What follows belongs to an exercise in optimizing a design on an open flow for small area and a short achievable clock period; a production flow would make more cautious choices.
At most, simulation tests tie the RTL to the original design; equivalence was not proved.
The RTL of runs 5 to 7 was laid out without a check of its function.
Power and IR drop assume default switching activity.

--- flow/run.sh ---
#!/bin/bash
# synth_recipe.tcl (not shown) runs the flow's synth.tcl, then flattens the netlist and writes it again
# the make line also repeats each setting of config.mk as NAME=value (left out here)
make -C /OpenROAD-flow-scripts/flow DESIGN_CONFIG=/design/flow/config.mk WORK_HOME=/design/flow/orfs CLKGATE_MAP_FILE= SYNTH_SCRIPT=/design/flow/synth_recipe.tcl finish
--- flow/constraint.sdc ---
create_clock -name core_clock -period 7.0 [get_ports {PCLK}]
set_input_delay 1.4000 -clock core_clock [delete_from_list [all_inputs] [get_ports {PCLK}]]
set_output_delay 1.4000 -clock core_clock [all_outputs]
set_load 0.01 [all_outputs]
--- flow/design.v ---
module apb_master (
  input PCLK,
  input PRESETn,
  input transfer,        
  input read_write,    
  input  [7:0] write_addr,
  input  [7:0] write_data,
  input  [7:0] read_addr,
  input  [7:0] PRDATA,
  input  PREADY,
  output reg PWRITE,
  output reg PSEL,
  output reg PENABLE,
  output reg [7:0] PADDR,
  output reg [7:0] PWDATA,
  output reg [7:0] read_data_out
);
   reg [1:0] state;
   parameter IDLE = 2'b00,
              SETUP = 2'b01,
              ENABLE = 2'b10;
    always @(posedge PCLK or negedge PRESETn) begin
        if (!PRESETn) begin
            state <= IDLE;
            PSEL <= 0;
            PENABLE <= 0;
        end
        else begin
        case (state)
      IDLE: begin
        if (transfer) begin
         PSEL <= 1;
         PENABLE <= 0;
         state <= SETUP;
        if (read_write) begin
         PWRITE <= 1;
         PADDR  <= write_addr;
         PWDATA <= write_data;
        end
        else begin
         PWRITE <= 0;
         PADDR  <= read_addr;
        end
        end
        end
      SETUP: begin
         PENABLE <= 1;
         state <= ENABLE;
         end
      ENABLE: begin
       if (PREADY) begin
       if (!PWRITE)
        read_data_out <= PRDATA;
        PSEL <= 0;
        PENABLE <= 0;
        state <= IDLE;
     end
     end
       endcase
     end
     end
endmodule
module apb_slave (
  input PCLK,
  input PRESETn,
  input [7:0] PADDR,
  input [7:0] PWDATA,
  input PWRITE,
  input PSEL,
  input PENABLE,
  output reg [7:0] PRDATA,
  output reg PREADY
);
  reg [7:0] mem [0:255];
  always @(posedge PCLK or negedge PRESETn) begin
   if (!PRESETn) begin
    PREADY <= 0;
   end
   else begin
   if (PSEL && PENABLE) begin
    PREADY <= 1;
   if (PWRITE)
    mem[PADDR] <= PWDATA;      
   else
    PRDATA <= mem[PADDR];     
   end
   else begin
    PREADY <= 0;
  end
  end
  end
endmodule
module apb_top (
 input PCLK,
 input PRESETn,
 input transfer,
 input read_write,
 input  [7:0] write_addr,
 input  [7:0] write_data,
 input  [7:0] read_addr,
 output [7:0] read_data_out
);
 wire [7:0] PADDR;
 wire [7:0] PWDATA;
 wire [7:0] PRDATA;
 wire PWRITE, PSEL, PENABLE, PREADY;
    apb_master master (
     PCLK, PRESETn, transfer, read_write,write_addr, write_data, read_addr,PRDATA, PREADY,PWRITE,PSEL, PENABLE,PADDR, PWDATA, read_data_out
    );
    apb_slave slave (
     PCLK, PRESETn,PADDR, PWDATA, PWRITE,PSEL, PENABLE,PRDATA, PREADY
    );
endmodule
--- flow/config.mk ---
export PLATFORM = sky130hd
export DESIGN_NAME = apb_top
export DESIGN_NICKNAME = apb_top
export VERILOG_FILES = /design/flow/design.v
export SDC_FILE = /design/flow/constraint.sdc
export NUM_CORES = 8
export LEC_CHECK = 0
export CAP_MARGIN = 40
export CORE_MARGIN = 2
export CORE_UTILIZATION = 30
export SETUP_SLACK_MARGIN = 0.5
export SLEW_MARGIN = 40
==> flow_metrics.env, run 1 <==
export IMPL_grt_total_usage_pct=33.5
export IMPL_synth_seq_area_share_pct=79.2
export IMPL_synthSimpleGateAreaFrac_pct=6.47
export IMPL_gp_congestion=1.09
export IMPL_clock_tree_root_cell="clkbuf_16"
export IMPL_maximum_number_of_pins_on_one_net_before_global_route_repair=160
export IMPL_die_w_um=517
export IMPL_worst_skew_pair_late_latency_ns=0.94
export IMPL_status="finished clean"
export IMPL_cts_made_buffers=216
export IMPL_synth_adder_area_share_pct=0.0475
export IMPL_criticalPathCategory="reg2reg"
export IMPL_p_leak_nw=29.7
export IMPL_hold_worst_slack_ns=0.425
export IMPL_critical_path_reg2reg_startpoint="master.PADDR[1]"
export IMPL_wl_mm=458
export IMPL_finalWorstPathRequiredPeriod_ns=6.19
export IMPL_yosys_warnings=3
export IMPL_hp_class="reg2reg"
export IMPL_cp_arrival_ns=6.83
export IMPL_cts_hold_buffers_added=0
export IMPL_netlist_top_cells_area="edfxtp_1 (79%), a22oi_1 (5.2%), a32oi_1 (1.7%)"
export IMPL_cp_max_fo=28
export IMPL_synthesis_area_per_instance_sq_um=17.0
export IMPL_place_hpwl_mm=313
export IMPL_areaGrowthSynthToFinish_pct=21.8
export IMPL_final_core_area_utilization_pct=36.7
export IMPL_net_count_synth=4678
export IMPL_dr_total_vias=58770
export IMPL_max_freq_mhz=161
export IMPL_drt_first_iter_violations=14117
export IMPL_io_buffers=35
export IMPL_cts_repair_resize_count=0
export IMPL_grt_setup_unrepaired="no"
export IMPL_clk_path_buf_depth=3
export IMPL_floorplan_die_height_um=517
export IMPL_core_area_sq_um=262000
export IMPL_nets=5099
export IMPL_routedWlPerCell_um=52.1
export IMPL_synth_enable_flop_cells=2081
export IMPL_setup_viol=0
export IMPL_fill_cells=24337
export IMPL_final_max_slew_violation_count=0
export IMPL_place_ws_ns=1.16
export IMPL_timing_final_crit_share_pct=88.5
export IMPL_vias_per_cell=6.68
export IMPL_yosys_area_share_xor_xnor_pct=0.0333
export IMPL_powerDensity_nw_per_um2=266
export IMPL_starting_density_of_the_core_pct=30.1
export IMPL_synthFlopType="edfxtp_1"
export IMPL_tritoncts_num_sinks=2085
export IMPL_hold_start="slave.PRDATA[6]"
export IMPL_cts_setup_buffers=0
export IMPL_ant_nets=0
export IMPL_cts_tree="yes"
export IMPL_worst_slew_pin_slew_ns=1.03
export IMPL_setup_tns_ns=0
export IMPL_required_ns=7.64
export IMPL_synth_async_reset_ratio_pct=0.192
export IMPL_synth_cell_type_count=70
export IMPL_grt_first_pass_wirelength_mm=574
export IMPL_totalPowerFinal_mw=25.6
export IMPL_postSynthCellCount=4647
export IMPL_hold_viol=0
export IMPL_placed_area_sq_um=88500
export IMPL_drcViolationCount=0
export IMPL_fin_worst_skew_ns=0.105
export IMPL_vdd_ir_drop_worst_v=0.000271
export IMPL_post_synth_top_area_fraction_pct=79.1
export IMPL_cp_end_kind="flip-flop"
export IMPL_post_layout_instance_area_sq_um=96200
export IMPL_critical_path_startpoint_type="flip-flop"
export IMPL_grt_ovfl_total=0
export IMPL_cts_htree_levels=4
export IMPL_placed_cell_count=8347
export IMPL_mappedNetlistArea_sq_um=79000
export IMPL_floorplan_rows=188
export IMPL_synth_mux_area_share_pct=0.268
export IMPL_setup_worst_path_start="master.PADDR[1]"
export IMPL_slew_headroom_pct=31.2
export IMPL_number_of_global_route_vias_before_repair=52152
export IMPL_synth_top_family_by_area="compound AO/OA/AOI/OAI gates"
export IMPL_synth_largest_area_cell="edfxtp_1"
export IMPL_postSynthRegisterBits=2085
export IMPL_clk_pin_slew_worst_paths_ns=0.07
export IMPL_antenna_found_initial=56
export IMPL_design_die_area_sq_um=268000
export IMPL_first_pass_iters=8
export IMPL_drive_above_1_share_pct=22.1
export IMPL_synth_compound_area_share_pct=12.0
export IMPL_final_cell_count_no_fill=8794
export IMPL_setup_slack_ns=0.808
export IMPL_max_cap_violations=0
export IMPL_top_level_ports=36
synthesized netlist by cell type (77+ instances only):
| library cell | number |
|---|---|
| a222oi_1 | 81 |
| a22oi_1 | 544 |
| a32oi_1 | 157 |
| buf_1 | 77 |
| buf_2 | 81 |
| clkbuf_1 | 147 |
| edfxtp_1 | 2081 |
| nand2_1 | 91 |
| nand3_1 | 101 |
| nand4_1 | 83 |
| nor2_1 | 308 |
| nor3_1 | 133 |
| o22ai_1 | 154 |
state kept, by name, summed over array words and instances (netlist names):
register,flops
master.PADDR,8
slave.PREADY,1
master.PWDATA,8
master.PWRITE,1
master.read_data_out,8
slave.mem,2048
master.PSEL,1
master.state,2
slave.PRDATA,8
layout make-up:
| class | instances | area (sq um) | share of cell area, % |
|---|---|---|---|
| multi-input cells | 2221 | 16800 | 17.5 |
| clock buffers | 255 | 5550 | 5.77 |
| repair buffers | 539 | 5040 | 5.24 |
| clock inverters | 150 | 1750 | 1.82 |
| well taps | 3515 | 4400 | 4.57 |
| flip-flops and latches | 2085 | 62600 | 65.0 |
| diodes | 24 | 60.1 | 0.0624 |
| inverters | 5 | 18.8 | 0.0195 |
routing by layer:
metal / share of wire, % / GRT usage [%]
met2: 40 / 45.8
met5: 0.046 / 0.415
met3: 17 / 15.7
met4: 8.6 / 23.1
met1: 35 / 41.6
cell usage in the layout, fill, tap and decap left out, types with 43 or more instances in the layout:
| master | Yosys | routed |
|---|---|---|
| a21oi_1 | 58 | 54 |
| buf_4 | 11 | 406 |
| nor4_1 | 71 | 55 |
| a32oi_1 | 157 | 154 |
| a22oi_1 | 544 | 542 |
| edfxtp_1 | 2081 | 2081 |
| a221oi_1 | 50 | 44 |
| nand3_1 | 101 | 100 |
| nor2_4 | 0 | 53 |
| nor3_4 | 0 | 48 |
| clkinv_2 | 0 | 44 |
| nor2_2 | 1 | 96 |
| a222oi_1 | 81 | 81 |
| and3_1 | 60 | 60 |
| a22o_1 | 74 | 74 |
| buf_12 | 0 | 43 |
| nand4_1 | 83 | 83 |
| nor2_1 | 308 | 160 |
| clkinv_1 | 0 | 49 |
| clkbuf_16 | 0 | 216 |
| o22ai_1 | 154 | 144 |
| nor3_1 | 133 | 70 |
| nand2_1 | 91 | 86 |
report_power, final:
part	total, mW	internal [mW]	leakage, nW	switching, mW
Sequential	13.5	13.5	18.7	0
Combinational	0.0258	0.0166	7.40	0.00920
Clock	12.0	6.71	3.53	5.34
critical path, cell delays in order (launching register included):
cell and delay, ns:
edfxtp_1 0.74, buf_8 0.24, or4b_4 0.68, nor2_2 0.39, nor4_1 0.83, buf_4 0.25, nand4_1 0.28, or4_1 0.73
nor4_1 0.43, and4_1 0.85, mux2_2 0.42
path summary, 6_finish.rpt:
check,end,slack [ns],depth (start not counted)
worst min register to register,master.read_data_out[6],0.42,0
min in group asynchronous,master.state[0],0.76,1
worst min-delay path,master.read_data_out[6],0.42,0
worst max register to register,slave.PRDATA[0],0.81,10
max in group asynchronous,slave.PREADY,5.95,1
worst max-delay path,slave.PRDATA[0],0.81,10
cells by family (layout without fill, tap and decap cells):
family / Yosys count / after routing
DFF: 2085 / 2085
AOI/OAI and AO/OA: 1229 / 1229
and+or+nand+nor: 967 / 967
buffers and inverters: 341 / 949
muxes: 19 / 19
adders and majority gates: 3 / 3
xor gates and xnor gates: 3 / 3
other: 0 / 24
==> run 2: changes to the inputs <==
==> flow/design.v (replaced) <==
module apb_master (
  input PCLK,
  input PRESETn,
  input transfer,
  input read_write,
  input  [7:0] write_addr,
  input  [7:0] write_data,
  input  [7:0] read_addr,
  output reg [15:0] lo_n,    
  output reg [15:0] hi_n,    
  output reg [15:0] hw_n,    
  output reg [7:0]  wdata,
  input  [7:0] rdata,
  output reg [7:0] read_data_out
);
  reg st1, st2, st3;         
  reg rd1, rd2, rd3;         
  reg [7:0] m1, m2;          
  wire idle  = ~(st1 | st2 | st3);
  wire start = idle & transfer;
  wire [7:0] addr = read_write ? write_addr : read_addr;
  integer i;
  always @(posedge PCLK or negedge PRESETn) begin
    if (!PRESETn) begin
      st1 <= 1'b0; st2 <= 1'b0; st3 <= 1'b0;
      rd1 <= 1'b0; rd2 <= 1'b0; rd3 <= 1'b0;
      hw_n <= 16'hffff;
    end else begin
      st1 <= start;
      st2 <= st1;
      st3 <= st2;
      rd1 <= start & ~read_write;
      rd2 <= rd1;
      rd3 <= rd2;
      for (i = 0; i < 16; i = i + 1)
        hw_n[i] <= ~(start & read_write & (addr[7:4] == i));
    end
  end
  always @(posedge PCLK) begin
    for (i = 0; i < 16; i = i + 1) begin
      lo_n[i] <= ~(addr[3:0] == i);
      hi_n[i] <= ~(addr[7:4] == i);
    end
    wdata <= write_data;
    m1 <= rdata;
    m2 <= m1;
    if (rd3)
      read_data_out <= m2;
  end
endmodule
module apb_slave (
  input PCLK,
  input [15:0] lo_n,
  input [15:0] hi_n,
  input [15:0] hw_n,
  input [7:0]  wdata,
  output [7:0] rdata
);
  reg [2047:0] mem;
  genvar h, l;
  generate
    for (h = 0; h < 16; h = h + 1) begin : g_h
      for (l = 0; l < 16; l = l + 1) begin : g_l
        wire we = ~(hw_n[h] | lo_n[l]);
        always @(posedge PCLK)
          if (we)
            mem[(h*16+l)*8 +: 8] <= wdata;
      end
    end
  endgenerate
  reg [7:0] grp [0:15];
  reg [7:0] acc;
  integer gi, li;
  always @* begin
    for (gi = 0; gi < 16; gi = gi + 1) begin
      acc = 8'hff;
      for (li = 0; li < 16; li = li + 1)
        acc = acc & (mem[(gi*16+li)*8 +: 8] | {8{lo_n[li]}});
      grp[gi] = acc;
    end
  end
  reg [7:0] r;
  always @* begin
    r = 8'hff;
    for (gi = 0; gi < 16; gi = gi + 1)
      r = r & (grp[gi] | {8{hi_n[gi]}});
  end
  assign rdata = r;
endmodule
module apb_top (
 input PCLK,
 input PRESETn,
 input transfer,
 input read_write,
 input  [7:0] write_addr,
 input  [7:0] write_data,
 input  [7:0] read_addr,
 output [7:0] read_data_out
);
 wire [15:0] lo_n;
 wire [15:0] hi_n;
 wire [15:0] hw_n;
 wire [7:0]  wdata;
 wire [7:0]  rdata;
 wire        rd3;
    apb_master master (
     .PCLK(PCLK), .PRESETn(PRESETn), .transfer(transfer), .read_write(read_write),
     .write_addr(write_addr), .write_data(write_data), .read_addr(read_addr),
     .lo_n(lo_n), .hi_n(hi_n), .hw_n(hw_n), .wdata(wdata),
     .rdata(rdata), .read_data_out(read_data_out)
    );
    apb_slave slave (
     .PCLK(PCLK), .lo_n(lo_n), .hi_n(hi_n), .hw_n(hw_n), .wdata(wdata), .rdata(rdata)
    );
endmodule
--- a/flow/config.mk
+++ b/flow/config.mk
@@ -7,6 +7,8 @@
 export LEC_CHECK = 0
 export CAP_MARGIN = 40
 export CORE_MARGIN = 2
-export CORE_UTILIZATION = 30
-export SETUP_SLACK_MARGIN = 0.5
+export CORE_UTILIZATION = 60
+export CTS_BUF_LIST = sky130_fd_sc_hd__clkbuf_4 sky130_fd_sc_hd__clkbuf_8
+export PLACE_DENSITY = 0.7
+export SETUP_SLACK_MARGIN = 4.5
 export SLEW_MARGIN = 40
==> flow_metrics.env, run 2 <==
export IMPL_status="finished clean"
export IMPL_fill_cells=7641
export IMPL_place_hpwl_mm=102
export IMPL_whs_path_depth=0
export IMPL_floorplan_rows=130
export IMPL_setup_viol=0
export IMPL_worstReg2RegEnd="master.m1[7]"
export IMPL_grt_setup_unrepaired="yes"
export IMPL_synth_largest_area_cell="edfxtp_1"
export IMPL_dr_total_vias=44840
export IMPL_criticalPathCategory="reg2out"
export IMPL_hold_viol=0
export IMPL_cp_slowest_cell="edfxtp_1"
export IMPL_nets=4625
export IMPL_antenna_found_initial=13
export IMPL_yosys_warnings=3
export IMPL_clk_path_buf_depth=4
export IMPL_fin_worst_skew_ns=0.0622
export IMPL_setup_tns_ns=0
export IMPL_worst_skew_pair_late_latency_ns=1.04
export IMPL_maximum_number_of_pins_on_one_net_before_global_route_repair=180
export IMPL_drt_first_iter_violations=7527
export IMPL_synthFlopType="edfxtp_1"
export IMPL_timing_critical_path_max_delay_family="flip-flops"
export IMPL_cts_hold_buffers_added=0
export IMPL_postSynthCellCount=4363
export IMPL_cts_htree_levels=5
export IMPL_mappedNetlistArea_sq_um=75500
export IMPL_powerDensity_nw_per_um2=292
export IMPL_vdd_ir_drop_worst_v=0.000211
export IMPL_critPathBufInv=1
export IMPL_areaGrowthSynthToFinish_pct=14.8
export IMPL_netlist_top_cells_area="edfxtp_1 (82%), o22ai_1 (8.5%), nor2_1 (2.5%)"
export IMPL_design_die_area_sq_um=129000
export IMPL_max_freq_mhz=331
export IMPL_finalWorstPathRequiredPeriod_ns=3.02
export IMPL_synth_enable_flop_cells=2056
export IMPL_clock_tree_root_cell="clkbuf_8"
export IMPL_synth_cell_type_count=20
export IMPL_layout_commonest_cell="edfxtp_1"
export IMPL_cp_max_fo=1
export IMPL_post_synth_top_count_cell="edfxtp_1"
export IMPL_cp_end_kind="primary output"
export IMPL_number_of_global_route_vias_before_repair=42195
export IMPL_placed_cell_count=5806
export IMPL_cp_arrival_ns=1.62
export IMPL_worst_slew_pin_slew_ns=0.867
export IMPL_grt_total_usage_pct=31.6
export IMPL_synth_cells_most_frequent="edfxtp_1 (2056), o22ai_1 (1032), nor2_1 (512), nor4_1 (160), buf_2 (138)"
export IMPL_worstRegToRegCells=7
export IMPL_starting_density_of_the_core_pct=60.3
export IMPL_net_count_synth=4391
export IMPL_hold_worst_slack_ns=0.366
export IMPL_grt_first_pass_wirelength_mm=290
export IMPL_floorplan_die_height_um=359
export IMPL_critical_path_startpoint_type="flip-flop"
export IMPL_max_cap_violations=0
export IMPL_cts_made_buffers=340
export IMPL_gp_congestion=0.822
export IMPL_drcViolationCount=0
export IMPL_die_w_um=359
export IMPL_hp_class="reg2reg"
export IMPL_post_synth_top_area_fraction_pct=81.8
export IMPL_top_level_ports=36
export IMPL_cts_tree="yes"
export IMPL_place_ws_ns=3.17
export IMPL_postSynthRegisterBits=2134
export IMPL_tritoncts_num_sinks=2134
export IMPL_largest_register="slave.mem"
export IMPL_regToRegSetupSlack_ns=4.36
export IMPL_timing_final_crit_share_pct=43.2
export IMPL_grt_ovfl_total=0
export IMPL_final_core_area_utilization_pct=69.2
export IMPL_critical_path_reg2reg_startpoint="master.lo_n[2]"
export IMPL_io_buffers=35
export IMPL_post_layout_instance_area_sq_um=86700
export IMPL_slew_headroom_pct=42.0
export IMPL_drive_above_1_share_pct=17.8
export IMPL_worstPathCellList="buf_2"
export IMPL_mostFrequentLayoutCells="edfxtp_1 (2056), o22ai_1 (1032), nor2_1 (486), clkbuf_8 (355), a31oi_1 (112)"
export IMPL_wl_mm=213
export IMPL_synth_async_reset_ratio_pct=1.03
export IMPL_largest_register_ffs=2048
export IMPL_core_area_sq_um=125000
export IMPL_hold_start="master.m1[3]"
export IMPL_synth_seq_area_share_pct=84.0
export IMPL_timing_critical_path_slowest_cell_delay_ns=0.45
export IMPL_p_leak_nw=26.8
export IMPL_worstHoldEndpoint="master.m2[3]"
export IMPL_setup_slack_ns=3.98
export IMPL_ant_nets=0
export IMPL_synthesis_area_per_instance_sq_um=17.3
export IMPL_routedWlPerCell_um=33.0
export IMPL_required_ns=5.60
export IMPL_final_max_slew_violation_count=0
export IMPL_clk_pin_slew_worst_paths_ns=0.07
export IMPL_vias_per_cell=6.93
export IMPL_totalPowerFinal_mw=25.3
export IMPL_final_cell_count_no_fill=6468
export IMPL_placed_area_sq_um=77500
export IMPL_first_pass_iters=6
-- run 2: changes by cell type in the layout (fill, tap and decap cells not counted), sizes merged, moves of 157 or more --
| cell | delta |
|---|---|
| clkbuf | +204 |
| nor2 | +203 |
| a32oi | -157 |
| buf | -339 |
| o22ai | +878 |
| a22oi | -544 |
-- run 2: how the worst max path moves through the flow --
| stage | from | to | slack (ns) | cells past startpoint |
|---|---|---|---|---|
| after floorplan | master.wdata[0] | slave.mem[0] | 4.52 | 0 |
| after global placement | master.lo_n[9] | master.m1[4] | 2.42 | 7 |
| after detailed placement | master.lo_n[0] | master.m1[2] | 3.17 | 7 |
| after CTS | master.read_data_out[3] | read_data_out[3] | 3.92 | 1 |
| after global routing | master.read_data_out[3] | read_data_out[3] | 3.92 | 1 |
| final | master.read_data_out[3] | read_data_out[3] | 3.98 | 1 |
-- run 2: layer usage --
layer	routed length [um]	up-vias	global-route usage (%)
met3	30400	490	8.52
met2	97500	3575	47.3
met5	67	-	0
li1	-	18337	-
met4	8110	10	12.2
met1	77400	22428	45.0
-- run 2: area by class of cell --
| class | count | area, sq um | area share (%) |
|---|---|---|---|
| clock inverter | 105 | 707 | 0.816 |
| multi-input combinational | 1915 | 11700 | 13.5 |
| clock buffer | 453 | 5620 | 6.49 |
| inverter | 8 | 30.0 | 0.0346 |
| antenna | 5 | 12.5 | 0.0144 |
| timing repair buffer | 198 | 3050 | 3.51 |
| tap | 1650 | 2060 | 2.38 |
| sequential | 2134 | 63500 | 73.3 |
-- run 2: cell families (layout without fill, tap and decap cells) --
group           count (synthesis)  in the layout  synth area share [%]
flops                        2134           2134                  84.0
buf+inv                       314            764                  1.95
other cells                     0              5                     0
compound gates               1168           1168                  9.70
simple gates                  747            747                  4.35
-- run 2: power breakdown --
part	switching (mW)	leakage, nW	internal [mW]
sequential	0.101	19.2	14.0
combinational	0.714	4.24	0.301
clock	4.66	3.35	5.54
-- run 2: repair_timing --
item	4_1_cts	5_1_grt
setup endpoints to repair	56	148
setup buffers	53	19
pin swaps	15	23
endpoints found under the hold margin	0	0
gates cloned	14	11
resized for setup	169	71
==> run 3: changes to the inputs <==
--- a/flow/config.mk
+++ b/flow/config.mk
@@ -7,8 +7,6 @@
 export LEC_CHECK = 0
 export CAP_MARGIN = 40
 export CORE_MARGIN = 2
-export CORE_UTILIZATION = 60
-export CTS_BUF_LIST = sky130_fd_sc_hd__clkbuf_4 sky130_fd_sc_hd__clkbuf_8
-export PLACE_DENSITY = 0.7
+export CORE_UTILIZATION = 30
 export SETUP_SLACK_MARGIN = 4.5
 export SLEW_MARGIN = 40
==> flow_metrics.env, run 3 <==
export IMPL_synth_cells_most_frequent="edfxtp_1 (2056), o22ai_1 (1032), nor2_1 (512), nor4_1 (160), buf_2 (138)"
export IMPL_whs_path_depth=0
export IMPL_placed_area_sq_um=79600
export IMPL_slew_headroom_pct=40.1
export IMPL_timing_final_crit_share_pct=42.9
export IMPL_floorplan_die_height_um=506
export IMPL_setup_tns_ns=0
export IMPL_cp_slowest_cell="edfxtp_1"
export IMPL_critPathBufInv=1
export IMPL_setup_viol=0
export IMPL_postSynthRegisterBits=2134
export IMPL_cp_max_fo=2
export IMPL_core_area_sq_um=251000
export IMPL_cts_made_buffers=202
export IMPL_hp_class="reg2reg"
export IMPL_synth_seq_area_share_pct=84.0
export IMPL_critical_path_startpoint_type="flip-flop"
export IMPL_fill_cells=23069
export IMPL_post_synth_top_area_fraction_pct=81.8
export IMPL_post_synth_top_count_cell="edfxtp_1"
export IMPL_ant_nets=0
export IMPL_dr_total_vias=43779
export IMPL_synthesis_area_per_instance_sq_um=17.3
export IMPL_criticalPathCategory="reg2out"
export IMPL_clk_pin_slew_worst_paths_ns=0.07
export IMPL_layout_commonest_cell="edfxtp_1"
export IMPL_cts_htree_levels=4
export IMPL_max_freq_mhz=333
export IMPL_design_die_area_sq_um=256000
export IMPL_max_cap_violations=0
export IMPL_post_layout_instance_area_sq_um=90400
export IMPL_critical_path_reg2reg_startpoint="master.lo_n[9]"
export IMPL_yosys_warnings=3
export IMPL_drt_first_iter_violations=6173
export IMPL_grt_first_pass_wirelength_mm=299
export IMPL_final_core_area_utilization_pct=36.0
export IMPL_netlist_top_cells_area="edfxtp_1 (82%), o22ai_1 (8.5%), nor2_1 (2.5%)"
export IMPL_maximum_number_of_pins_on_one_net_before_global_route_repair=181
export IMPL_hold_start="master.m1[1]"
export IMPL_mappedNetlistArea_sq_um=75500
export IMPL_largest_register_ffs=2048
export IMPL_routedWlPerCell_um=27.3
export IMPL_finalWorstPathRequiredPeriod_ns=3.01
export IMPL_worstReg2RegEnd="master.m1[1]"
export IMPL_net_switching_share_of_the_total_power_pct=21.6
export IMPL_synth_largest_area_cell="edfxtp_1"
export IMPL_place_ws_ns=3.08
export IMPL_timing_critical_path_slowest_cell_delay_ns=0.54
export IMPL_postSynthCellCount=4363
export IMPL_tritoncts_num_sinks=2134
export IMPL_required_ns=5.60
export IMPL_drive_above_1_share_pct=15.9
export IMPL_floorplan_rows=184
export IMPL_area_used_by_sequential_logic_in_the_layout_sq_um=63500
export IMPL_wl_mm=220
export IMPL_placed_cell_count=7515
export IMPL_switchingPower_mw=5.60
export IMPL_synthFlopType="edfxtp_1"
export IMPL_p_int_mw=20.4
export IMPL_multi_input_comb_area_sq_um=12000
export IMPL_p_clk_share_pct=41.4
export IMPL_powerDensity_nw_per_um2=287
export IMPL_synth_enable_flop_cells=2056
export IMPL_io_buffers=35
export IMPL_worstPathCellList="buf_2"
export IMPL_mostFrequentLayoutCells="edfxtp_1 (2056), o22ai_1 (1023), nor2_1 (472), clkbuf_16 (223), a31oi_1 (93)"
export IMPL_status="finished clean"
export IMPL_synth_async_reset_ratio_pct=1.03
export IMPL_seq_power_share_pct=54.4
export IMPL_fin_worst_skew_ns=0.0742
export IMPL_totalPowerFinal_mw=26.0
export IMPL_grt_ovfl_total=0
export IMPL_gp_congestion=0.808
export IMPL_die_w_um=506
export IMPL_grt_setup_unrepaired="yes"
export IMPL_cp_arrival_ns=1.61
export IMPL_combinationalPowerShare_pct=4.2
export IMPL_nets=4545
export IMPL_place_hpwl_mm=112
export IMPL_cts_tree="yes"
export IMPL_worstHoldEndpoint="master.m2[1]"
export IMPL_regToRegSetupSlack_ns=4.45
export IMPL_p_leak_nw=27.3
export IMPL_setup_slack_ns=3.99
export IMPL_drcViolationCount=0
export IMPL_worstRegToRegCells=8
export IMPL_cts_hold_buffers_added=0
export IMPL_hold_worst_slack_ns=0.342
export IMPL_worst_skew_pair_late_latency_ns=0.88
export IMPL_cp_end_kind="primary output"
export IMPL_top_level_ports=36
export IMPL_final_max_slew_violation_count=0
export IMPL_hold_viol=0
export IMPL_number_of_global_route_vias_before_repair=40986
export IMPL_antenna_found_initial=9
export IMPL_net_count_synth=4391
export IMPL_clk_path_buf_depth=3
export IMPL_timing_critical_path_max_delay_family="flip-flops"
export IMPL_starting_density_of_the_core_pct=30.1
export IMPL_grt_total_usage_pct=15.8
export IMPL_worst_slew_pin_slew_ns=0.895
export IMPL_areaGrowthSynthToFinish_pct=19.7
export IMPL_final_cell_count_no_fill=8043
export IMPL_first_pass_iters=6
export IMPL_vias_per_cell=5.44
export IMPL_vdd_ir_drop_worst_v=0.000289
export IMPL_largest_register="slave.mem"
export IMPL_synth_cell_type_count=20
export IMPL_clock_tree_root_cell="clkbuf_16"
## run 3: how the worst max path moves through the flow
stage,slack [ns],end,depth (start not counted),startpoint
after floorplan,4.52,slave.mem[0],0,master.wdata[0]
after global placement,2.63,master.m1[4],6,master.lo_n[7]
after detailed placement,3.08,master.m1[6],7,master.lo_n[7]
after CTS,3.95,read_data_out[5],1,master.read_data_out[5]
after global routing,3.99,read_data_out[5],1,master.read_data_out[5]
final,3.99,read_data_out[5],1,master.read_data_out[5]
## run 3: final cells by class
| class | instances | share of cell area (%) |
|---|---|---|
| diodes | 9 | 0.0249 |
| clock buffers | 256 | 5.93 |
| clock inverters | 117 | 1.26 |
| inverters | 8 | 0.0332 |
| multi-input cells | 1915 | 13.3 |
| flip-flops and latches | 2134 | 70.3 |
| well taps | 3348 | 4.63 |
| repair buffers | 256 | 4.53 |
## run 3: cells by family (layout without fill, tap and decap cells)
group	Yosys count	after routing	synth area share, %
other cells	0	9	0
simple gates	747	747	4.35
flops	2134	2134	84.0
buf+inv	314	637	1.95
compound gates	1168	1168	9.70
## run 3: routing by layer
layer / up-vias / part of all wire (%) / GRT usage (%)
li1: 18185 / - / -
met1: 22726 / 40 / 21.9
met2: 2511 / 48 / 25.5
met3: 355 / 9.5 / 2.72
met4: 2 / 2.9 / 4.87
met5: - / 0.0050 / 0
## run 3: repair_timing
item                                    in CTS  in global routing
setup buffers                               65                 40
pin swaps                                   33                 60
gates cloned                                13                 20
resized for setup                          233                132
endpoints found under the setup margin     277                 19
## run 3: power groups by stage
| stage | sequential (mW) | combinational [mW] | clock (mW) |
|---|---|---|---|
| floorplan | 14.4 | 0.364 | 0 |
| global placement | 14.4 | 0.747 | 0 |
| detailed placement | 14.4 | 0.774 | 0 |
| CTS | 14.1 | 0.955 | 10.8 |
| finish | 14.1 | 1.08 | 10.8 |
| global route | 14.1 | 1.12 | 11.3 |
==> run 4: changes to the inputs <==
--- a/flow/config.mk
+++ b/flow/config.mk
@@ -8,5 +8,5 @@
 export CAP_MARGIN = 40
 export CORE_MARGIN = 2
 export CORE_UTILIZATION = 30
-export SETUP_SLACK_MARGIN = 4.5
+export SETUP_SLACK_MARGIN = 0.5
 export SLEW_MARGIN = 40
==> flow_metrics.env, run 4 <==
export IMPL_finalWorstPathRequiredPeriod_ns=3.73
export IMPL_synth_enable_flop_cells=2056
export IMPL_cts_htree_levels=4
export IMPL_starting_density_of_the_core_pct=30.1
export IMPL_seq_power_share_pct=55.5
export IMPL_final_max_slew_violation_count=0
export IMPL_grt_first_pass_wirelength_mm=269
export IMPL_place_hpwl_mm=106
export IMPL_area_used_by_sequential_logic_in_the_layout_sq_um=63500
export IMPL_cp_end_kind="flip-flop"
export IMPL_grt_ovfl_total=0
export IMPL_cts_hold_buffers_added=0
export IMPL_drt_first_iter_violations=4387
export IMPL_p_clk_share_pct=41.5
export IMPL_synthSimpleGateAreaFrac_pct=4.35
export IMPL_yosys_warnings=3
export IMPL_switchingPower_mw=5.44
export IMPL_max_freq_mhz=268
export IMPL_netlist_top_cells_area="edfxtp_1 (82%), o22ai_1 (8.5%), nor2_1 (2.5%)"
export IMPL_synth_adder_area_share_pct=0
export IMPL_hold_viol=0
export IMPL_final_core_area_utilization_pct=34.4
export IMPL_cp_slowest_cell="nor4_1"
export IMPL_synth_compound_area_share_pct=9.70
export IMPL_layout_commonest_cell="edfxtp_1"
export IMPL_hold_worst_slack_ns=0.353
export IMPL_cts_tree="yes"
export IMPL_max_cap_violations=0
export IMPL_core_area_sq_um=251000
export IMPL_clock_tree_root_cell="clkbuf_16"
export IMPL_synth_mux_area_share_pct=0
export IMPL_multi_input_comb_area_sq_um=10800
export IMPL_dr_total_vias=40606
export IMPL_synth_seq_area_share_pct=84.0
export IMPL_required_ns=7.78
export IMPL_criticalPathCategory="reg2reg"
export IMPL_final_cell_count_no_fill=7895
export IMPL_vias_per_cell=5.14
export IMPL_synth_cell_type_count=20
export IMPL_clk_pin_slew_worst_paths_ns=0.06
export IMPL_synthesis_area_per_instance_sq_um=17.3
export IMPL_postSynthCellCount=4363
export IMPL_postSynthRegisterBits=2134
export IMPL_setup_tns_ns=0
export IMPL_number_of_global_route_vias_before_repair=39637
export IMPL_nets=4394
export IMPL_placed_cell_count=7501
export IMPL_status="finished clean"
export IMPL_totalPowerFinal_mw=25.5
export IMPL_net_count_synth=4391
export IMPL_cts_setup_buffers=0
export IMPL_hp_class="reg2reg"
export IMPL_synth_async_reset_ratio_pct=1.03
export IMPL_floorplan_die_height_um=506
export IMPL_net_switching_share_of_the_total_power_pct=21.3
export IMPL_wl_mm=184
export IMPL_grt_total_usage_pct=13.9
export IMPL_top_level_ports=36
export IMPL_timing_critical_path_slowest_cell_delay_ns=0.71
export IMPL_design_die_area_sq_um=256000
export IMPL_ant_nets=0
export IMPL_routedWlPerCell_um=23.3
export IMPL_mappedNetlistArea_sq_um=75500
export IMPL_io_buffers=35
export IMPL_clk_path_buf_depth=3
export IMPL_grt_setup_unrepaired="no"
export IMPL_worstPathCellList="buf_12, o22ai_1, nor4_1, a31oi_1, nor4_2, and4_1"
export IMPL_p_int_mw=20.1
export IMPL_critPathBufInv=1
export IMPL_powerDensity_nw_per_um2=296
export IMPL_synth_largest_area_cell="edfxtp_1"
export IMPL_cts_repair_resize_count=0
export IMPL_post_synth_top_area_fraction_pct=81.8
export IMPL_post_synth_top_count_cell="edfxtp_1"
export IMPL_yosys_area_share_xor_xnor_pct=0
export IMPL_gp_congestion=0.804
export IMPL_first_pass_iters=5
export IMPL_synthFlopType="edfxtp_1"
export IMPL_worst_slew_pin_slew_ns=1.03
export IMPL_cts_made_buffers=201
export IMPL_combinationalPowerShare_pct=3.1
export IMPL_cp_arrival_ns=4.52
export IMPL_largest_register_ffs=2048
export IMPL_fill_cells=23552
export IMPL_die_w_um=506
export IMPL_p_leak_nw=25.4
export IMPL_timing_final_crit_share_pct=53.3
export IMPL_cp_max_fo=108
export IMPL_maximum_number_of_pins_on_one_net_before_global_route_repair=191
export IMPL_setup_viol=0
export IMPL_critical_path_startpoint_type="flip-flop"
export IMPL_areaGrowthSynthToFinish_pct=14.4
export IMPL_fin_worst_skew_ns=0.0759
export IMPL_floorplan_rows=184
export IMPL_synth_top_family_by_area="compound AO/OA/AOI/OAI gates"
export IMPL_tritoncts_num_sinks=2134
export IMPL_slew_headroom_pct=31.3
export IMPL_largest_register="slave.mem"
export IMPL_antenna_found_initial=7
export IMPL_synth_cells_most_frequent="edfxtp_1 (2056), o22ai_1 (1032), nor2_1 (512), nor4_1 (160), buf_2 (138)"
export IMPL_drive_above_1_share_pct=9.90
export IMPL_worst_skew_pair_late_latency_ns=0.87
export IMPL_vdd_ir_drop_worst_v=0.000264
export IMPL_mostFrequentLayoutCells="edfxtp_1 (2056), o22ai_1 (1032), nor2_1 (481), clkbuf_16 (204), nor4_1 (143)"
export IMPL_drcViolationCount=0
export IMPL_timing_critical_path_max_delay_family="simple AND/OR/NAND/NOR gates"
==> run 4: cell counts after synthesis <==
No cell type changed its count.
==> run 4: worst paths after layout <==
path                                 from        endpoint  slack [ns]  cells past startpoint
min reg2reg                  master.m1[5]    master.m2[5]        0.35                      0
max reg2reg                master.lo_n[3]    master.m1[7]        3.27                      6
min                          master.m1[5]    master.m2[5]        0.35                      0
min in group asynchronous         PRESETn      master.st2        0.50                      1
max in group asynchronous         PRESETn  master.hw_n[4]        6.13                      1
max                        master.lo_n[3]    master.m1[7]        3.27                      6
==> run 4: cell type report <==
type | instances | share of cell area (%)
Antenna cell | 12 | 0.0348
Sequential cell | 2134 | 73.5
Tap cell | 3348 | 4.85
Clock inverter | 115 | 1.27
Clock buffer | 257 | 6.20
Multi-Input combinational cell | 1915 | 12.5
Timing Repair Buffer | 106 | 1.55
Inverter | 8 | 0.0348
==> run 4: logic make-up (layout without fill, tap and decap cells) <==
group	after synthesis	in the layout
buffers and inverters	314	486
other	0	12
AOI/OAI and AO/OA	1168	1168
and+or+nand+nor	747	747
DFF	2134	2134
==> run 4: power groups by stage <==
stage | logic (mW) | clock network [mW] | registers, mW
floorplan | 0.364 | 0 | 14.5
CTS | 0.768 | 10.7 | 14.2
global placement | 0.717 | 0 | 14.5
finish | 0.784 | 10.6 | 14.2
global route | 0.835 | 11.2 | 14.2
detailed placement | 0.766 | 0 | 14.4
==> run 4: per-stage QoR <==
step           area (sq um)  worst slack (ns)
2_1_floorplan         75500              2.77
3_5_place_dp          79600              3.23
5_1_grt               86400              3.23
4_1_cts               86000              3.20
6_report              86400              3.27
3_3_place_gp          79300              2.60
==> run 4: layer usage <==
metal / track usage (%) / routed length [um] / part of all wire, % / up-vias
met2: 23.0 / 90200 / 49 / 1646
met3: 2.15 / 12100 / 6.6 / 255
met4: 4.57 / 5200 / 2.8 / 0
met5: 0 / 0 / 0 / -
li1: - / - / - / 17852
met1: 18.8 / 76600 / 42 / 20853
==> run 5: changes to the inputs <==
==> flow/design.v (replaced) <==
module apb_master (
  input PCLK,
  input PRESETn,
  input transfer,
  input read_write,
  input  [7:0] write_addr,
  input  [7:0] write_data,
  input  [7:0] read_addr,
  output [15:0] wlo_n,       
  output [15:0] whi_n,       
  output reg [7:0] wdata,
  output reg [15:0] lo_n,    
  output reg [15:0] hi_n,    
  input  [7:0] rdata,
  output reg [7:0] read_data_out
);
  reg st1, st2, st3;         
  reg wr1;                   
  reg rd1, rd2;              
  reg [7:0] addr;
  reg [7:0] rhold;
  wire idle  = ~(st1 | st2 | st3);
  wire start = idle & transfer;
  always @(posedge PCLK or negedge PRESETn) begin
    if (!PRESETn) begin
      st1 <= 1'b0; st2 <= 1'b0; st3 <= 1'b0;
      wr1 <= 1'b0; rd1 <= 1'b0; rd2 <= 1'b0;
    end else begin
      st1 <= start;
      st2 <= st1;
      st3 <= st2;
      wr1 <= start & read_write;
      rd1 <= start & ~read_write;
      rd2 <= rd1;
    end
  end
  genvar i;
  generate
    for (i = 0; i < 16; i = i + 1) begin : g_dec
      assign wlo_n[i] = ~(addr[3:0] == i);
      assign whi_n[i] = ~(wr1 & (addr[7:4] == i));
    end
  endgenerate
  always @(posedge PCLK) begin
    addr  <= read_write ? write_addr : read_addr;
    wdata <= write_data;
    lo_n  <= wlo_n;
    hi_n  <= ~(16'h1 << addr[7:4]);
    if (rd2)
      rhold <= rdata;
    read_data_out <= rhold;
  end
endmodule
module apb_slave (
  input PCLK,
  input [15:0] wlo_n,
  input [15:0] whi_n,
  input [7:0]  wdata,
  input [15:0] lo_n,
  input [15:0] hi_n,
  output [7:0] rdata
);
  reg [2047:0] mem;
  genvar h, l;
  generate
    for (h = 0; h < 16; h = h + 1) begin : g_h
      for (l = 0; l < 16; l = l + 1) begin : g_l
        wire we = ~(whi_n[h] | wlo_n[l]);
        always @(posedge PCLK)
          if (we)
            mem[(h*16+l)*8 +: 8] <= wdata;
      end
    end
  endgenerate
  reg [7:0] grp [0:15];
  reg [7:0] acc;
  integer gi, li;
  always @* begin
    for (gi = 0; gi < 16; gi = gi + 1) begin
      acc = 8'hff;
      for (li = 0; li < 16; li = li + 1)
        acc = acc & (mem[(gi*16+li)*8 +: 8] | {8{lo_n[li]}});
      grp[gi] = acc;
    end
  end
  reg [7:0] r;
  always @* begin
    r = 8'hff;
    for (gi = 0; gi < 16; gi = gi + 1)
      r = r & (grp[gi] | {8{hi_n[gi]}});
  end
  assign rdata = r;
endmodule
module apb_top (
 input PCLK,
 input PRESETn,
 input transfer,
 input read_write,
 input  [7:0] write_addr,
 input  [7:0] write_data,
 input  [7:0] read_addr,
 output [7:0] read_data_out
);
 wire [15:0] lo_n;
 wire [15:0] hi_n;
 wire [15:0] wlo_n;
 wire [15:0] whi_n;
 wire [7:0]  wdata;
 wire [7:0]  rdata;
    apb_master master (
     .PCLK(PCLK), .PRESETn(PRESETn), .transfer(transfer), .read_write(read_write),
     .write_addr(write_addr), .write_data(write_data), .read_addr(read_addr),
     .wlo_n(wlo_n), .whi_n(whi_n), .wdata(wdata), .lo_n(lo_n), .hi_n(hi_n),
     .rdata(rdata), .read_data_out(read_data_out)
    );
    apb_slave slave (
     .PCLK(PCLK), .wlo_n(wlo_n), .whi_n(whi_n), .wdata(wdata),
     .lo_n(lo_n), .hi_n(hi_n), .rdata(rdata)
    );
endmodule
--- a/flow/config.mk
+++ b/flow/config.mk
@@ -7,6 +7,10 @@
 export LEC_CHECK = 0
 export CAP_MARGIN = 40
 export CORE_MARGIN = 2
-export CORE_UTILIZATION = 30
-export SETUP_SLACK_MARGIN = 0.5
+export CORE_UTILIZATION = 60
+export CTS_BUF_LIST = sky130_fd_sc_hd__clkbuf_16
+export CTS_CLUSTER_DIAMETER = 100
+export CTS_CLUSTER_SIZE = 30
+export PLACE_DENSITY = 0.7
+export SETUP_SLACK_MARGIN = 4.5
 export SLEW_MARGIN = 40
==> flow_metrics.env, run 5 <==
export IMPL_status="finished clean"
export IMPL_max_cap_violations=0
export IMPL_postSynthCellCount=4310
export IMPL_first_pass_iters=13
export IMPL_end_point_of_the_critical_path="slave.mem[907]"
export IMPL_number_of_global_route_vias_before_repair=40664
export IMPL_criticalPathCategory="reg2reg"
export IMPL_synth_seq_area_share_pct=84.0
export IMPL_post_synth_top_area_fraction_pct=82.3
export IMPL_worst_slew_pin_slew_ns=0.944
export IMPL_hp_class="reg2reg"
export IMPL_cp_arrival_ns=3.09
export IMPL_dr_total_vias=45332
export IMPL_synth_cell_type_count=21
export IMPL_worstPathCellList="nor2b_2, nand2_4, nor2_2"
export IMPL_largest_register="slave.mem"
export IMPL_multi_input_comb_area_sq_um=13600
export IMPL_grt_most_used_layer="met2"
export IMPL_fill_cells=7461
export IMPL_place_hpwl_mm=115
export IMPL_cp_slowest_cell="nor2_2"
export IMPL_synth_largest_area_cell="edfxtp_1"
export IMPL_post_synth_top_count_cell="edfxtp_1"
export IMPL_netlist_top_cells_area="edfxtp_1 (82%), o22ai_1 (8.5%), nor2_1 (2.6%)"
export IMPL_vdd_ir_drop_worst_v=0.000224
export IMPL_grt_total_usage_pct=33.7
export IMPL_fin_worst_skew_ns=0.0459
export IMPL_synth_cells_most_frequent="edfxtp_1 (2056), o22ai_1 (1024), nor2_1 (516), buf_2 (161), nor4_1 (160)"
export IMPL_clk_path_buf_depth=3
export IMPL_clock_tree_root_cell="clkbuf_16"
export IMPL_routedWlPerCell_um=38.3
export IMPL_global_route_usage_met1_pct=48.1
export IMPL_gp_congestion=0.894
export IMPL_drive_above_1_share_pct=18.9
export IMPL_nets=4444
export IMPL_setup_worst_path_start="master.addr[0]"
export IMPL_final_max_slew_violation_count=0
export IMPL_cp_max_fo=17
export IMPL_floorplan_die_height_um=358
export IMPL_tritoncts_num_sinks=2118
export IMPL_met3_global_route_usage_pct=8.35
export IMPL_setup_tns_ns=0
export IMPL_ant_nets=0
export IMPL_mostFrequentLayoutCells="edfxtp_1 (2056), o22ai_1 (1011), nor2_1 (261), nor2_4 (169), clkbuf_16 (110)"
export IMPL_cts_htree_levels=3
export IMPL_cts_made_buffers=80
export IMPL_yosys_area_share_xor_xnor_pct=0
export IMPL_seq_power_share_pct=65.7
export IMPL_synth_top_family_by_area="compound AO/OA/AOI/OAI gates"
export IMPL_wl_mm=234
export IMPL_layout_commonest_cell="edfxtp_1"
export IMPL_critical_path_reg2reg_startpoint="master.addr[0]"
export IMPL_maximum_number_of_pins_on_one_net_before_global_route_repair=141
export IMPL_hold_viol=0
export IMPL_finalWorstPathRequiredPeriod_ns=2.71
export IMPL_postSynthRegisterBits=2118
export IMPL_cp_end_kind="flip-flop"
export IMPL_cts_hold_buffers_added=0
export IMPL_p_clk_share_pct=27.8
export IMPL_p_int_mw=16.6
export IMPL_critical_path_startpoint_type="flip-flop"
export IMPL_largest_register_ffs=2048
export IMPL_max_freq_mhz=369
export IMPL_starting_density_of_the_core_pct=60.6
export IMPL_drt_first_iter_violations=8592
export IMPL_powerDensity_nw_per_um2=249
export IMPL_hold_worst_slack_ns=0.367
export IMPL_timing_final_crit_share_pct=38.7
export IMPL_biggestRegsByFlops="slave.mem (2048), master.hi_n (16), master.lo_n (16)"
export IMPL_antenna_found_initial=9
export IMPL_yosys_warnings=3
export IMPL_grt_ovfl_total=0
export IMPL_synthesis_area_per_instance_sq_um=17.4
export IMPL_worstRegToRegCells=3
export IMPL_area_used_by_sequential_logic_in_the_layout_sq_um=63100
export IMPL_clk_pin_slew_worst_paths_ns=0.11
export IMPL_slew_headroom_pct=37.0
export IMPL_grt_setup_unrepaired="yes"
export IMPL_areaGrowthSynthToFinish_pct=14.3
export IMPL_core_area_sq_um=124000
export IMPL_synth_async_reset_ratio_pct=0.283
export IMPL_setup_viol=0
export IMPL_synth_compound_area_share_pct=9.61
export IMPL_grt_first_pass_wirelength_mm=301
export IMPL_cts_tree="yes"
export IMPL_mappedNetlistArea_sq_um=75000
export IMPL_synth_enable_flop_cells=2056
export IMPL_drcViolationCount=0
export IMPL_worstReg2RegEnd="slave.mem[907]"
export IMPL_net_count_synth=4338
export IMPL_top_level_ports=36
export IMPL_io_buffers=35
export IMPL_synthFlopType="edfxtp_1"
export IMPL_synthSimpleGateAreaFrac_pct=4.41
export IMPL_die_w_um=358
export IMPL_required_ns=7.38
export IMPL_timing_critical_path_slowest_cell_delay_ns=0.65
export IMPL_vias_per_cell=7.40
export IMPL_design_die_area_sq_um=128000
export IMPL_synth_mux_area_share_pct=0.120
export IMPL_use_met2_pct=51.0
export IMPL_p_leak_nw=25.7
export IMPL_switchingPower_mw=4.72
export IMPL_combinationalPowerShare_pct=6.6
export IMPL_synth_adder_area_share_pct=0
export IMPL_regToRegSetupSlack_ns=4.29
export IMPL_worst_skew_pair_late_latency_ns=0.74
export IMPL_net_switching_share_of_the_total_power_pct=22.2
export IMPL_floorplan_rows=129
==> run 5: power groups by stage <==
stage          clock network, mW  logic [mW]  registers (mW)
3_5_place_dp                   0       0.903            14.3
6_report                    5.92        1.40            14.0
5_1_grt                     6.27        1.41            14.0
2_1_floorplan                  0       0.441            14.3
3_3_place_gp                   0       0.858            14.3
4_1_cts                     5.87        1.16            14.0
==> run 5: repair_timing <==
item,in CTS,in global routing
pin swaps,33,79
setup buffers,88,74
resized for setup,425,335
endpoints found under the setup margin,2082,1770
cloned,15,28
==> run 5: logic make-up after synthesis <==
logic type	count (synthesis)
flip-flops	2118
buffers and inverters	284
AO/OA/AOI/OAI	1152
AND/OR/NAND/NOR	748
multiplexers	8
==> run 5: worst min-delay path by stage <==
stage                     from                       to  slack [ns]  depth (start not counted)
6_report            master.rd1               master.rd2        0.37                          0
5_1_grt             master.rd1               master.rd2        0.39                          0
4_1_cts             master.rd1               master.rd2        0.36                          0
3_5_place_dp        master.rd1               master.rd2        0.34                          0
3_3_place_gp        master.rd1               master.rd2        0.33                          0
2_1_floorplan  master.rhold[0]  master.read_data_out[0]        0.32                          0
==> run 5: worst max-delay path, delay by kind of cell (launching register included) <==
family / cells / cell delay, ns
simple gates: 3 / 1.76
flops: 1 / 0.58
==> run 5: routing by layer <==
layer	up-vias	part of all wire (%)
met4	10	5.5
met3	712	16
met1	22594	34
met2	4193	45
met5	-	0.090
li1	17823	-
==> run 5: layout make-up <==
class	instances	area share, %
clock buffers	86	2.51
multi-input cells	1908	15.8
clock inverters	56	0.268
diodes	10	0.0292
well taps	1637	2.39
repair buffers	308	5.38
flip-flops and latches	2118	73.6
==> run 5: through the flow <==
stage	area (sq um)	power, mW	std cells	util, %	setup WS [ns]
floorplan	75000	14.8	4310	-	4.52
global placement	76800	15.2	5758	62.0	2.29
detailed placement	77100	15.2	5766	62.3	2.85
CTS	82700	21.0	6011	66.8	4.08
global route	85700	21.7	6114	69.3	4.26
finish	85800	21.3	6123	69.3	4.29
==> run 6: changes to the inputs <==
--- a/flow/config.mk
+++ b/flow/config.mk
@@ -5,6 +5,7 @@
 export SDC_FILE = /design/flow/constraint.sdc
 export NUM_CORES = 8
 export LEC_CHECK = 0
+export ABC_CLOCK_PERIOD_IN_PS = 2000
 export CAP_MARGIN = 40
 export CORE_MARGIN = 2
 export CORE_UTILIZATION = 60
==> flow_metrics.env, run 6 <==
export IMPL_max_cap_violations=0
export IMPL_yosys_warnings=3
export IMPL_layout_commonest_cell="edfxtp_1"
export IMPL_required_ns=7.38
export IMPL_p_leak_nw=25.7
export IMPL_setup_slack_ns=4.29
export IMPL_status="finished clean"
export IMPL_design_die_area_sq_um=128000
export IMPL_cts_hold_buffers_added=0
export IMPL_criticalPathCategory="reg2reg"
export IMPL_synth_cells_most_frequent="edfxtp_1 (2056), o22ai_1 (1024), nor2_1 (516), buf_2 (161), nor4_1 (160)"
export IMPL_mappedNetlistArea_sq_um=75000
export IMPL_clk_path_buf_depth=3
export IMPL_powerDensity_nw_per_um2=249
export IMPL_worst_slew_pin_slew_ns=0.944
export IMPL_slew_headroom_pct=37.0
export IMPL_clock_tree_root_cell="clkbuf_16"
export IMPL_vias_per_cell=7.40
export IMPL_grt_setup_unrepaired="yes"
export IMPL_critical_path_startpoint_type="flip-flop"
export IMPL_postSynthCellCount=4310
export IMPL_first_pass_iters=13
export IMPL_tritoncts_num_sinks=2118
export IMPL_cp_arrival_ns=3.09
export IMPL_cp_max_fo=17
export IMPL_synth_largest_area_cell="edfxtp_1"
export IMPL_clk_pin_slew_worst_paths_ns=0.11
export IMPL_synthFlopType="edfxtp_1"
export IMPL_synth_seq_area_share_pct=84.0
export IMPL_nets=4444
export IMPL_worst_skew_pair_late_latency_ns=0.74
export IMPL_grt_total_usage_pct=33.7
export IMPL_core_area_sq_um=124000
export IMPL_cts_htree_levels=3
export IMPL_top_level_ports=36
export IMPL_drive_above_1_share_pct=18.9
export IMPL_whs_path_depth=0
export IMPL_mostFrequentLayoutCells="edfxtp_1 (2056), o22ai_1 (1011), nor2_1 (261), nor2_4 (169), clkbuf_16 (110)"
export IMPL_number_of_global_route_vias_before_repair=40664
export IMPL_hp_class="reg2reg"
export IMPL_max_freq_mhz=369
export IMPL_final_max_slew_violation_count=0
export IMPL_die_w_um=358
export IMPL_largest_register_ffs=2048
export IMPL_hold_viol=0
export IMPL_largest_register="slave.mem"
export IMPL_drt_first_iter_violations=8592
export IMPL_starting_density_of_the_core_pct=60.6
export IMPL_finalWorstPathRequiredPeriod_ns=2.71
export IMPL_net_count_synth=4338
export IMPL_post_synth_top_area_fraction_pct=82.3
export IMPL_biggestRegsByFlops="slave.mem (2048), master.hi_n (16), master.lo_n (16)"
export IMPL_maximum_number_of_pins_on_one_net_before_global_route_repair=141
export IMPL_cts_tree="yes"
export IMPL_io_buffers=35
export IMPL_antenna_found_initial=9
export IMPL_postSynthRegisterBits=2118
export IMPL_dr_total_vias=45332
export IMPL_place_ws_ns=2.85
export IMPL_synth_enable_flop_cells=2056
export IMPL_synthesis_area_per_instance_sq_um=17.4
export IMPL_fin_worst_skew_ns=0.0459
export IMPL_floorplan_rows=129
export IMPL_cp_end_kind="flip-flop"
export IMPL_floorplan_die_height_um=358
export IMPL_timing_final_crit_share_pct=38.7
export IMPL_netlist_top_cells_area="edfxtp_1 (82%), o22ai_1 (8.5%), nor2_1 (2.6%)"
export IMPL_grt_first_pass_wirelength_mm=301
export IMPL_grt_ovfl_total=0
export IMPL_vdd_ir_drop_worst_v=0.000224
export IMPL_areaGrowthSynthToFinish_pct=14.3
export IMPL_setup_tns_ns=0
export IMPL_cts_made_buffers=80
export IMPL_place_hpwl_mm=115
export IMPL_routedWlPerCell_um=38.3
export IMPL_wl_mm=234
export IMPL_post_synth_top_count_cell="edfxtp_1"
export IMPL_ant_nets=0
export IMPL_synth_cell_type_count=21
export IMPL_worstRegToRegCells=3
export IMPL_gp_congestion=0.894
export IMPL_synth_async_reset_ratio_pct=0.283
export IMPL_drcViolationCount=0
export IMPL_setup_viol=0
[run 6: cell counts after synthesis]
No cell type changed its count.
[run 6: layout make-up]
cell class / instances / area, sq um
fill: 7461 / 38000
sequential: 2118 / 63100
clock buffer: 86 / 2150
clock inverter: 56 / 230
timing repair buffer: 308 / 4610
multi-input combinational: 1908 / 13600
tap: 1637 / 2050
antenna: 10 / 25.0
[run 6: logic make-up after synthesis]
logic type | synth area share, %
DFF | 84.0
and+or+nand+nor | 4.41
AOI/OAI and AO/OA | 9.61
buffers and inverters | 1.86
muxes | 0.120
[run 6: per-stage QoR]
step	hold WS (ns)	area [sq um]	instances	total power [mW]	utilization (%)
floorplan	0.323	75000	4310	14.8	-
global placement	0.333	76800	5758	15.2	62.0
detailed placement	0.336	77100	5766	15.2	62.3
CTS	0.362	82700	6011	21.0	66.8
global route	0.386	85700	6114	21.7	69.3
finish	0.367	85800	6123	21.3	69.3
[run 6: worst max-delay path, stage by stage, from the launching register on]
cell     delay [ns]
dfxtp_1        0.58
nor2b_2        0.50
nand2_4        0.61
nor2_2         0.65
[run 6: report_power, final]
part	leakage (nW)	total, mW	internal [mW]	switching, mW
clock	1.36	5.92	2.26	3.66
sequential	19.0	14.0	13.9	0.0889
combinational	5.32	1.40	0.428	0.974
[run 6: repair_timing]
action | in CTS | in global routing
gates resized for setup | 425 | 335
pin swaps | 33 | 79
setup endpoints to repair | 2082 | 1770
setup buffers | 88 | 74
gates cloned | 15 | 28
hold endpoints to repair | 0 | 0
[run 6: path summary, 6_finish.rpt]
check | from | slack [ns] | to
max | master.addr[0] | 4.29 | slave.mem[907]
min | master.rd1 | 0.37 | master.rd2
max reg2reg | master.addr[0] | 4.29 | slave.mem[907]
min reg2reg | master.rd1 | 0.37 | master.rd2
max in group asynchronous | PRESETn | 5.89 | master.rd2
min in group asynchronous | PRESETn | 0.90 | master.st2
[run 6: routing by layer]
| layer | track usage (%) | vias to the layer above | share of wire [%] |
|---|---|---|---|
| li1 | - | 17823 | - |
| met1 | 48.1 | 22594 | 34 |
| met2 | 51.0 | 4193 | 45 |
| met3 | 8.35 | 712 | 16 |
| met4 | 13.0 | 10 | 5.5 |
| met5 | 0 | - | 0.090 |
==> run 7: changes to the inputs <==
--- a/flow/design.v
+++ b/flow/design.v
@@ -6,8 +6,7 @@
   input  [7:0] write_addr,
   input  [7:0] write_data,
   input  [7:0] read_addr,
-  output [15:0] wlo_n,       
-  output [15:0] whi_n,       
+  output reg [15:0] whi_n,   
   output reg [7:0] wdata,
   output reg [15:0] lo_n,    
   output reg [15:0] hi_n,    
@@ -18,6 +17,7 @@
   reg wr1;                   
   reg rd1, rd2;              
   reg [7:0] addr;
+  reg [7:0] wdata0;
   reg [7:0] rhold;
   wire idle  = ~(st1 | st2 | st3);
   wire start = idle & transfer;
@@ -34,18 +34,13 @@
       rd2 <= rd1;
     end
   end
-  genvar i;
-  generate
-    for (i = 0; i < 16; i = i + 1) begin : g_dec
-      assign wlo_n[i] = ~(addr[3:0] == i);
-      assign whi_n[i] = ~(wr1 & (addr[7:4] == i));
-    end
-  endgenerate
   always @(posedge PCLK) begin
     addr  <= read_write ? write_addr : read_addr;
-    wdata <= write_data;
-    lo_n  <= wlo_n;
+    wdata0 <= write_data;
+    wdata <= wdata0;
+    lo_n  <= ~(16'h1 << addr[3:0]);
     hi_n  <= ~(16'h1 << addr[7:4]);
+    whi_n <= ~({15'h0, wr1} << addr[7:4]);
     if (rd2)
       rhold <= rdata;
     read_data_out <= rhold;
@@ -53,7 +48,6 @@
 endmodule
 module apb_slave (
   input PCLK,
-  input [15:0] wlo_n,
   input [15:0] whi_n,
   input [7:0]  wdata,
   input [15:0] lo_n,
@@ -65,7 +59,7 @@
   generate
     for (h = 0; h < 16; h = h + 1) begin : g_h
       for (l = 0; l < 16; l = l + 1) begin : g_l
-        wire we = ~(whi_n[h] | wlo_n[l]);
+        wire we = ~(whi_n[h] | lo_n[l]);
         always @(posedge PCLK)
           if (we)
             mem[(h*16+l)*8 +: 8] <= wdata;
@@ -103,18 +97,17 @@
 );
  wire [15:0] lo_n;
  wire [15:0] hi_n;
- wire [15:0] wlo_n;
  wire [15:0] whi_n;
  wire [7:0]  wdata;
  wire [7:0]  rdata;
     apb_master master (
      .PCLK(PCLK), .PRESETn(PRESETn), .transfer(transfer), .read_write(read_write),
      .write_addr(write_addr), .write_data(write_data), .read_addr(read_addr),
-     .wlo_n(wlo_n), .whi_n(whi_n), .wdata(wdata), .lo_n(lo_n), .hi_n(hi_n),
+     .whi_n(whi_n), .wdata(wdata), .lo_n(lo_n), .hi_n(hi_n),
      .rdata(rdata), .read_data_out(read_data_out)
     );
     apb_slave slave (
-     .PCLK(PCLK), .wlo_n(wlo_n), .whi_n(whi_n), .wdata(wdata),
+     .PCLK(PCLK), .whi_n(whi_n), .wdata(wdata),
      .lo_n(lo_n), .hi_n(hi_n), .rdata(rdata)
     );
 endmodule
--- a/flow/config.mk
+++ b/flow/config.mk
@@ -5,7 +5,6 @@
 export SDC_FILE = /design/flow/constraint.sdc
 export NUM_CORES = 8
 export LEC_CHECK = 0
-export ABC_CLOCK_PERIOD_IN_PS = 2000
 export CAP_MARGIN = 40
 export CORE_MARGIN = 2
 export CORE_UTILIZATION = 60
==> flow_metrics.env, run 7 <==
export IMPL_yosys_warnings=3
export IMPL_number_of_global_route_vias_before_repair=39572
export IMPL_die_w_um=359
export IMPL_areaGrowthSynthToFinish_pct=8.73
export IMPL_hp_class="reg2reg"
export IMPL_multi_input_comb_area_sq_um=11400
export IMPL_nets=4331
export IMPL_cts_hold_buffers_added=0
export IMPL_grt_ovfl_total=0
export IMPL_cts_htree_levels=3
export IMPL_whs_path_depth=0
export IMPL_max_freq_mhz=375
export IMPL_cts_made_buffers=83
export IMPL_area_used_by_sequential_logic_in_the_layout_sq_um=63600
export IMPL_tritoncts_num_sinks=2142
export IMPL_net_count_synth=4386
export IMPL_top_level_ports=36
export IMPL_criticalPathCategory="reg2reg"
export IMPL_ant_nets=0
export IMPL_place_ws_ns=3.33
export IMPL_clk_pin_slew_worst_paths_ns=0.12
export IMPL_layout_commonest_cell="edfxtp_1"
export IMPL_mostFrequentLayoutCells="edfxtp_1 (2056), o22ai_1 (1024), nor2_1 (486), a31oi_1 (116), clkbuf_16 (88)"
export IMPL_floorplan_rows=130
export IMPL_clock_tree_root_cell="clkbuf_16"
export IMPL_hold_worst_slack_ns=0.327
export IMPL_wl_mm=199
export IMPL_placed_area_sq_um=77300
export IMPL_synth_async_reset_ratio_pct=0.280
export IMPL_critical_path_startpoint_type="flip-flop"
export IMPL_p_leak_nw=24.5
export IMPL_synth_largest_area_cell="edfxtp_1"
export IMPL_max_cap_violations=0
export IMPL_final_core_area_utilization_pct=65.6
export IMPL_post_synth_top_area_fraction_pct=81.7
export IMPL_setup_slack_ns=4.33
export IMPL_grt_total_usage_pct=30.1
export IMPL_timing_final_crit_share_pct=38.1
export IMPL_hold_start="master.wdata0[2]"
export IMPL_vias_per_cell=7.08
export IMPL_synth_enable_flop_cells=2056
export IMPL_largest_register_ffs=2048
export IMPL_drcViolationCount=0
export IMPL_fill_cells=8243
export IMPL_setup_tns_ns=0
export IMPL_design_die_area_sq_um=129000
export IMPL_grt_setup_unrepaired="yes"
export IMPL_netlist_top_cells_area="edfxtp_1 (82%), o22ai_1 (8.5%), nor2_1 (2.6%)"
export IMPL_clk_path_buf_depth=3
export IMPL_grt_first_pass_wirelength_mm=281
export IMPL_drive_above_1_share_pct=9.09
export IMPL_worst_skew_pair_late_latency_ns=0.75
export IMPL_largest_register="slave.mem"
export IMPL_mappedNetlistArea_sq_um=75600
export IMPL_hold_viol=0
export IMPL_finalWorstPathRequiredPeriod_ns=2.67
export IMPL_routedWlPerCell_um=33.1
export IMPL_first_pass_iters=6
export IMPL_worstHoldEndpoint="master.wdata[2]"
export IMPL_synth_cell_type_count=21
export IMPL_slew_headroom_pct=40.6
export IMPL_place_hpwl_mm=104
export IMPL_setup_viol=0
export IMPL_vdd_ir_drop_worst_v=0.000188
export IMPL_cp_end_kind="flip-flop"
export IMPL_cp_arrival_ns=3.29
export IMPL_powerDensity_nw_per_um2=258
export IMPL_cts_tree="yes"
export IMPL_drt_first_iter_violations=7716
export IMPL_post_layout_instance_area_sq_um=82200
export IMPL_dr_total_vias=42502
export IMPL_synthesis_area_per_instance_sq_um=17.3
export IMPL_regToRegSetupSlack_ns=4.33
export IMPL_postSynthCellCount=4358
export IMPL_worstRegToRegCells=7
export IMPL_antenna_found_initial=7
export IMPL_worst_slew_pin_slew_ns=0.888
export IMPL_post_synth_top_count_cell="edfxtp_1"
export IMPL_core_area_sq_um=125000
export IMPL_status="finished clean"
export IMPL_worstReg2RegEnd="master.rhold[5]"
export IMPL_totalPowerFinal_mw=21.2
export IMPL_required_ns=7.62
export IMPL_starting_density_of_the_core_pct=60.3
export IMPL_synth_seq_area_share_pct=84.0
export IMPL_final_max_slew_violation_count=0
export IMPL_placed_cell_count=5789
export IMPL_floorplan_die_height_um=359
export IMPL_critical_path_reg2reg_startpoint="master.lo_n[2]"
export IMPL_cp_max_fo=12
export IMPL_maximum_number_of_pins_on_one_net_before_global_route_repair=189
export IMPL_synthFlopType="edfxtp_1"
export IMPL_gp_congestion=0.870
export IMPL_synth_cells_most_frequent="edfxtp_1 (2056), o22ai_1 (1024), nor2_1 (516), nor4_1 (160), buf_2 (147)"
export IMPL_postSynthRegisterBits=2142
export IMPL_fin_worst_skew_ns=0.0527
export IMPL_io_buffers=35
export IMPL_final_cell_count_no_fill=6007
## run 7: cell types whose count changed in the layout (fill, tap and decap cells not counted), sizes merged, moves of 5 or more
| cell | before | now |
|---|---|---|
| buf | 255 | 131 |
| bufbuf | 2 | 7 |
| clkbuf | 110 | 88 |
| dfxtp | 56 | 80 |
| diode | 10 | 1 |
| inv | 54 | 49 |
## run 7: how the worst max path moves through the flow
stage,startpoint,end,slack [ns]
2_1_floorplan,master.wdata[0],slave.mem[0],4.52
3_3_place_gp,master.lo_n[2],master.rhold[7],2.98
3_5_place_dp,master.lo_n[3],master.rhold[1],3.33
4_1_cts,master.read_data_out[1],read_data_out[1],4.32
5_1_grt,master.read_data_out[1],read_data_out[1],4.32
6_report,master.lo_n[2],master.rhold[5],4.33
## run 7: layout make-up
cell class              instances  area share (%)
repair buffers                168            3.22
clock buffers                  85            2.59
well taps                    1650            2.51
multi-input cells            1908            13.9
flip-flops and latches       2142            77.4
clock inverters                53           0.378
diodes                          1         0.00305
## run 7: timing repair
item / in CTS / in global routing
cloned: 9 / 3
setup buffers: 54 / 9
pin swaps: 14 / 18
endpoints found under the setup margin: 58 / 30
gates resized for setup: 170 / 59
## run 7: per-layer routing
layer	GRT usage, %	vias to the layer above	part of all wire, %
met5	0	-	0.017
met4	7.93	6	3.1
met1	44.8	21541	38
met2	47.0	3079	47
met3	5.02	336	12
li1	-	17540	-
## run 7: critical path, stage by stage (launching register included)
cell	delay [ns]
dfxtp_4	0.47
buf_4	0.28
o22ai_1	0.16
nor4_2	0.55
a31oi_1	0.22
nor4_1	0.44
buf_4	0.23
and4_1	0.17
## run 7: where the power goes
part / switching (mW) / internal, mW
clock network: 3.71 / 2.27
logic: 0.774 / 0.336
registers: 0.0991 / 14.0
## run 7: cell families (layout without fill, tap and decap cells)
group | Yosys count | after routing | synth area share (%)
flip-flops | 2142 | 2142 | 84.0
multiplexers | 8 | 8 | 0.119
other | 0 | 1 | 0
AO/OA/AOI/OAI | 1152 | 1152 | 9.54
AND/OR/NAND/NOR | 748 | 748 | 4.37
buffers and inverters | 308 | 306 | 1.96

## separate check: timing with driven ports
How much do the figures lean on ideal ports? The routed layouts below were timed once more, with nothing changed but the port constraints.
Step 1: set_driving_cell puts a clkbuf_16 on PCLK and a buf_2 on each other input, an assumption about the parent block.
Step 2 moves the port delays by t, midway between the first and last clock arrival at a register: inputs arrive t later, outputs are due t later. That takes back most of the time a late clock gives input paths.
Slacks: ideal / step 1 / step 2; pairs: ideal / step 1.
run | t, ns | slack for setup (ns) | hold slack, ns | latest minus earliest clock arrival (ns) | worst data-port slew with drivers (ns)
run 1 | 0.994 | 0.808 / 0.808 / 0.808 | 0.425 / 0.425 / 0.425 | 0.128 / 0.128 | 0.04
run 2 | 1.077 | 3.979 / 3.909 / 3.700 | 0.366 / 0.366 / 0.366 | 0.075 / 0.075 | 0.16
run 3 | 0.934 | 3.995 / 3.905 / 3.623 | 0.342 / 0.342 / 0.342 | 0.076 / 0.076 | 0.31
run 4 | 0.925 | 3.267 / 3.267 / 3.267 | 0.353 / 0.353 / 0.353 | 0.077 / 0.076 | 0.31
run 5 | 0.802 | 4.292 / 4.292 / 4.279 | 0.367 / 0.367 / 0.367 | 0.054 / 0.054 | 0.04
run 6 | 0.802 | 4.292 / 4.292 / 4.279 | 0.367 / 0.367 / 0.367 | 0.054 / 0.054 | 0.04
run 7 | 0.798 | 4.332 / 4.276 / 3.927 | 0.327 / 0.327 / 0.327 | 0.056 / 0.056 | 0.04
After both steps setup and hold are still met in every run listed. The setup slack of run 7, which loses most, moves by -0.056 ns with the drivers and by -0.405 ns with both steps.
